Context: an optimization exercise on an open-source flow, tuned for small area. The choices shown serve that exercise and are no tape-out recipe. Function was checked by simulation only, so behaviour that the tests miss may differ from the original. Power figures rest on the tool's default switching activity, not on a simulated workload.

## wip/umber
==> flow/design.v <==
`timescale 1ns / 1ps
module Clock_Counter(
    input clk_100MHZ,
    input rst,
    input wire [4:0] pb,
    input wire [15:0] switch,
    output wire [7:0] seg,
    output wire [15:0] leds,
    output wire [3:0] anode,
    output hsync,
    output vsync,
    output wire [3:0] VGA_Red,
    output wire [3:0] VGA_Green,
    output wire [3:0] VGA_Blue
    );
    function ge10; input [9:0] x; input [9:0] k; integer i; reg r;
        begin
            r = 1'b1;
            for (i = 0; i < 10; i = i + 1)
                r = k[i] ? (x[i] & r) : (x[i] | r);
            ge10 = r;
        end
    endfunction
    function le10; input [9:0] x; input [9:0] k; integer i; reg r;
        begin
            r = 1'b1;
            for (i = 0; i < 10; i = i + 1)
                r = k[i] ? (~x[i] | r) : (~x[i] & r);
            le10 = r;
        end
    endfunction
    localparam [12:0] TB_SEED = 13'd6948;
    localparam [12:0] TB_END  = 13'd3649;
    localparam [12:0] TB_MASK = 13'd3047;
    reg [12:0] tb_sr;
    reg        tb_half;
    wire       tb_end = ((tb_sr & TB_MASK) == (TB_END & TB_MASK));
    wire       tick = tb_end & ~tb_half;
    always @(posedge clk_100MHZ) begin
        if (rst) begin
            tb_sr <= TB_SEED;
            tb_half <= 0;
        end else if (tb_end) begin
            tb_sr <= TB_SEED;
            tb_half <= ~tb_half;
        end else
            tb_sr <= {tb_sr[11:0], tb_sr[12] ^ tb_sr[2]};
    end
    reg [3:0] s1, m1, h1;
    reg [2:0] s10, m10;
    reg [1:0] h10;
    function [3:0] t10; input [3:0] d;
        t10 = {d[0] & (d[3] | (d[2] & d[1])), d[1] & d[0], d[0] & ~d[3], 1'b1};
    endfunction
    function [2:0] t6; input [2:0] d;
        t6 = {d[0] & (d[2] | d[1]), d[0] & ~d[2], 1'b1};
    endfunction
    wire s1_9 = s1[3] & s1[0];
    wire s_59 = s1_9 & s10[2] & s10[0];
    wire m1_9 = m1[3] & m1[0];
    wire m_59 = m1_9 & m10[2] & m10[0];
    wire h1_9 = h1[3] & h1[0];
    wire h_23 = h10[1] & h1[1] & h1[0];
    wire en_s1  = tick & ~pb[2] & ~pb[1];
    wire en_s10 = en_s1 & s1_9;
    wire en_m1  = tick & ~pb[2] & (pb[1] | s_59);
    wire en_m10 = en_m1 & m1_9;
    wire en_h1  = tick & (pb[2] | (~pb[1] & s_59 & m_59));
    wire en_h10 = en_h1 & (h1_9 | h_23);
    always @(posedge clk_100MHZ) begin
        s1  <= {4{~rst}} & (s1  ^ ({4{en_s1}}  & t10(s1)));
        s10 <= {3{~rst}} & (s10 ^ ({3{en_s10}} & t6(s10)));
        m1  <= {4{~rst}} & (m1  ^ ({4{en_m1}}  & t10(m1)));
        m10 <= {3{~rst}} & (m10 ^ ({3{en_m10}} & t6(m10)));
        h1  <= {4{~rst}} & (h1  ^ ({4{en_h1}}  & (h_23 ? h1 : t10(h1))));
        h10 <= {2{~rst}} & (h10 ^ ({2{en_h10}} & (h_23 ? h10 : {h10[0], 1'b1})));
    end
    assign leds = {8'b0, 1'b0, s10, s1};
    function [6:0] seg_on;
        input [3:0] n;
        reg A, B, C, D;
        begin
            {A, B, C, D} = n;
            seg_on[0] = A | C | ~(B ^ D);
            seg_on[1] = ~B | ~(C ^ D);
            seg_on[2] = B | ~C | D;
            seg_on[3] = A | (~B & ~D) | (~B & C) | (C & ~D) | (B & ~C & D);
            seg_on[4] = ~D & (~B | C);
            seg_on[5] = A | (~C & ~D) | (B & ~C) | (B & ~D);
            seg_on[6] = A | (B ^ C) | (C & ~D);
        end
    endfunction
    reg [1:0] px;
    always @(posedge clk_100MHZ) px <= {2{~rst}} & {px[0], ~px[1]};
    wire pix = ~px[1] & px[0];
    reg [4:0] sc;
    always @(posedge clk_100MHZ) sc <= {5{~rst}} & {sc[3:0], ~sc[4]};
    wire scan = ~sc[4] & sc[3];
    reg [1:0] cur;
    reg [3:0] disp;       
    reg       dp_n;
    always @(posedge clk_100MHZ) begin
        if (rst) begin
            cur <= 2'b10;
            disp <= 4'hC;
            dp_n <= 1'b1;
        end else if (scan) begin
            cur <= {cur[0], ~cur[1]};
            case (cur)
                2'b10: disp <= {2'b00, h10};
                2'b00: disp <= h1;
                2'b01: disp <= {1'b0, m10};
                default: disp <= m1;
            endcase
            dp_n <= ~((cur == 2'b00) & tb_half);
        end
    end
    wire blank = disp[3] & disp[2];
    assign seg = {dp_n, ~(seg_on(disp) & {7{~blank}})};
    assign anode = {4{blank}} | ~{cur == 2'b00, cur == 2'b01, cur == 2'b11, cur == 2'b10};
    reg [3:0] slot;
    reg [6:0] hp;
    wire s_col = (slot == 4'd2) | (slot == 4'd5);
    wire s_x   = slot[3];
    wire s_xa  = s_x & ~slot[0];
    wire s_dig = ~s_col & ~s_x;
    wire slot_end = &hp;
    wire [6:0] hp_start = (slot == 4'd7) ? 7'd3 :           
                          (slot == 4'd8) ? 7'd31 :          
                          (slot == 4'd1 || slot == 4'd4) ? 7'd94 :   
                          7'd43;                            
    wire h_wrap = s_xa & (hp == 7'd30);     
    reg [10:0] ln;        
    wire adv = pix & slot_end;
    wire lnw = pix & h_wrap;
    always @(posedge clk_100MHZ) begin
        if (rst) begin
            slot <= 4'd8;
            hp <= 7'd31;
        end else begin
            slot <= (adv & slot[3] & slot[0]) ? 4'd0 : slot + adv;
            hp <= adv ? hp_start : hp + pix;
        end
    end
    localparam [9:0] VOFS = 10'd245;
    always @(posedge clk_100MHZ) begin
        if (rst) ln <= {VOFS, 1'b1};
        else if (lnw & (ln == {VOFS + 10'd524, 1'b1})) ln <= {VOFS, 1'b0};
        else ln <= ln + lnw;
    end
    wire [9:0] v = ln[10:1];
    assign hsync = ~(s_xa & ge10({3'd0, hp}, 10'd31));
    assign vsync = ge10(v, VOFS + 10'd3);
    wire rA  = ge10(v, VOFS + 10'd150) & le10(v, VOFS + 10'd165);
    wire rBF = ge10(v, VOFS + 10'd165) & le10(v, VOFS + 10'd235);
    wire rG  = ge10(v, VOFS + 10'd235) & le10(v, VOFS + 10'd250);
    wire rCE = ge10(v, VOFS + 10'd250) & le10(v, VOFS + 10'd320);
    wire rD  = ge10(v, VOFS + 10'd320) & le10(v, VOFS + 10'd335);
    wire rCol = (ge10(v, VOFS + 10'd200) & le10(v, VOFS + 10'd217)) |
                (ge10(v, VOFS + 10'd277) & le10(v, VOFS + 10'd294));
    wire cWC = ~s_x & le10({3'd0, hp}, 10'd108);    
    wire cW = cWC & ~s_col;
    wire cL = s_dig & le10({3'd0, hp}, 10'd53);
    wire cR = cW & ge10({3'd0, hp}, 10'd98);
    wire cCol = cWC & s_col;
    reg [3:0] vd;         
    always @(*) begin
        case (slot[2:0])
            3'd0: vd = {2'b00, h10};
            3'd1: vd = h1;
            3'd3: vd = {1'b0, m10};
            3'd4: vd = m1;
            3'd6: vd = {1'b0, s10};
            default: vd = s1;
        endcase
    end
    wire [6:0] vs = seg_on(vd);
    wire lit = (cW & ((rA & vs[0]) | (rG & vs[6]) | (rD & vs[3]))) |
               (cL & ((rBF & vs[5]) | (rCE & vs[4]))) |
               (cR & ((rBF & vs[1]) | (rCE & vs[2]))) |
               (cCol & rCol);
    assign VGA_Red   = lit ? switch[15:12] : 4'b0;
    assign VGA_Green = lit ? switch[11:8]  : 4'b0;
    assign VGA_Blue  = lit ? switch[7:4]   : 4'b0;
endmodule
==> flow/config.mk <==
export PLATFORM = sky130hd
export DESIGN_NAME = Clock_Counter
export DESIGN_NICKNAME = Clock_Counter
export VERILOG_FILES = /design/flow/design.v
export SDC_FILE = /design/flow/constraint.sdc
export NUM_CORES = 4
export LEC_CHECK = 0
export CAP_MARGIN = 20
export CORE_MARGIN = 2
export CORE_UTILIZATION = 35
export PLACE_DENSITY = 0.6
export SLEW_MARGIN = 20
==> flow/constraint.sdc <==
create_clock -name core_clock -period 10.0 [get_ports {clk_100MHZ}]
set_input_delay 2.0000 -clock core_clock [delete_from_list [all_inputs] [get_ports {clk_100MHZ}]]
set_output_delay 2.0000 -clock core_clock [all_outputs]
set_load 0.01 [all_outputs]
standard.sh (not shown) runs the stock make flow with config.mk's settings and CLKGATE_MAP_FILE= SYNTH_SCRIPT=/design/flow/synth_recipe.tcl, a recipe that flattens the netlist after the stock synthesis.
==> flow/flow/run.sh <==
#!/bin/bash
# Standard ORFS layout with two changes: port buffers use the smallest
# buffer cell, and clock tree synthesis uses small clock buffers without
# dummy loads. Make's output goes to flow.log; each ORFS step writes its
# own log under orfs/logs/.
set -euo pipefail
bash standard.sh \
  "BUFFER_PORTS_ARGS=-buffer_cell sky130_fd_sc_hd__buf_1" \
  "CTS_ARGS=-sink_clustering_enable -repair_clock_nets -dont_use_dummy_load -buf_list sky130_fd_sc_hd__clkbuf_4" \
  finish > flow.log 2>&1
Edits applied to the flow inputs when going from wip/umber to wip/ember:
- a change of CAP_MARGIN from 20 to 0
- a change of SLEW_MARGIN from 20 to 0
- an added GPL_TIMING_DRIVEN of 0
==> flow/flow/run.sh <==
#!/bin/bash
# Standard ORFS layout with these changes: port buffers use the smallest
# buffer cell, logic cells are swapped to their smallest drive strength
# before repair_design (flow/downsize.tcl), constant outputs share one tie
# cell, and clock tree synthesis uses small clock buffers without dummy
# loads. Make's output goes to flow.log; each ORFS step writes its own log
# under orfs/logs/.
set -euo pipefail
HERE=$(pwd)
bash standard.sh \
  "BUFFER_PORTS_ARGS=-buffer_cell sky130_fd_sc_hd__buf_1" \
  "PRE_RESIZE_TCL=$HERE/flow/downsize.tcl" \
  "SKIP_REPAIR_TIE_FANOUT=1" \
  "CTS_ARGS=-sink_clustering_enable -repair_clock_nets -dont_use_dummy_load -buf_list sky130_fd_sc_hd__clkbuf_4 -sink_clustering_size 12" \
  finish > flow.log 2>&1
==> flow/flow/downsize.tcl (new file) <==
# Swap each logic cell for the smallest-area drive strength of the same
# cell (same function and pins, not on the don't-use list). repair_design,
# which runs next, upsizes again wherever slew, capacitance or fanout need it.
set dont_use $::env(DONT_USE_CELLS)
set swapped 0
set saved 0.0
foreach inst [get_cells *] {
  set lc [get_lib_cells -of_objects $inst]
  if { $lc == "" || $lc == "NULL" } { continue }
  set name [get_name $lc]
  if { ![regexp {^(sky130_fd_sc_hd__[a-z0-9]+)_[0-9]+$} $name -> base] } { continue }
  if { [regexp {tap|fill|conb|df|dl|clk|lpflow} $base] } { continue }
  set best $lc
  set best_area [get_property $lc area]
  foreach e [get_lib_cells */${base}_*] {
    if { $e == "NULL" } { continue }
    set en [get_name $e]
    if { ![regexp "^${base}_\[0-9\]+\$" $en] } { continue }
    if { [lsearch -exact $dont_use $en] >= 0 } { continue }
    if { ![sta::equiv_cells $lc $e] } { continue }
    set a [get_property $e area]
    if { $a < $best_area - 1e-6 } {
      set best $e
      set best_area $a
    }
  }
  if { $best != $lc } {
    set saved [expr { $saved + [get_property $lc area] - $best_area }]
    replace_cell $inst $best
    incr swapped
  }
}
puts "downsize: swapped $swapped cells, saved [format %.1f $saved] um^2"
### Flow results
The clock network fraction of total power of wip/ember and that of wip/umber are within noise of each other.
wip/umber → wip/ember: worst hold margin closely matched the old numbers; number of diodes added for antenna fixing increased by 1 relative to the old numbers.
On global-route usage: wip/ember sits above wip/umber.
Diff wip/ember..wip/umber | clock buffer and inverter area fraction after layout | negligible
The inputs of wip/pepper differ from those of wip/ember as listed below.
- removing GPL_TIMING_DRIVEN (formerly 0)
==> summary.txt <==
Per the final summary, wip/pepper finished and its layout is clean on timing, DRC and antenna. Against wip/ember, the final cell area of wip/pepper is lower. Summary of the comparison: total power is lower in wip/pepper, relative to wip/ember. The share of the final layout cell area in multi-input gates of wip/pepper exceeds that of wip/ember by 1.7 points. Cmp wip/pepper vs wip/ember: maximum VDD drop higher in wip/pepper. Going from wip/ember to wip/pepper, combinational group share of total power shrinks by 1.7 points.

[static timing again, ports no longer ideal]
Ports are ideal in the flow. The routed layouts listed here were re-timed in OpenROAD. Step 1 (the two cells are an assumption about what drives the block):
set clk [get_ports {clk_100MHZ}]
set_driving_cell -lib_cell sky130_fd_sc_hd__clkbuf_16 $clk
set_driving_cell -lib_cell sky130_fd_sc_hd__buf_2 [delete_from_list [all_inputs] $clk]
Step 2 moves the port delays by t, midway between the first and last clock arrival at a register: inputs arrive t later, outputs are due t later. That takes back most of the time a late clock gives input paths. a / b / c = no drivers / after step 1 / after step 2; a / b = the first two.
run | shift t [ns] | setup slack, ns | worst setup path after step 2 | worst register clock-pin slew, ns | worst slew at a driven data input, ns
wip/umber | 0.455 | 3.913 / 3.882 / 4.337 | register to output | 0.13 / 0.13 | 0.03
wip/ember | 0.450 | 4.005 / 3.974 / 4.424 | register to output | 0.12 / 0.12 | 0.05
wip/pepper | 0.440 | 3.742 / 3.717 / 4.157 | register to output | 0.11 / 0.11 | 0.03
After both steps setup and hold are still met in every run listed.
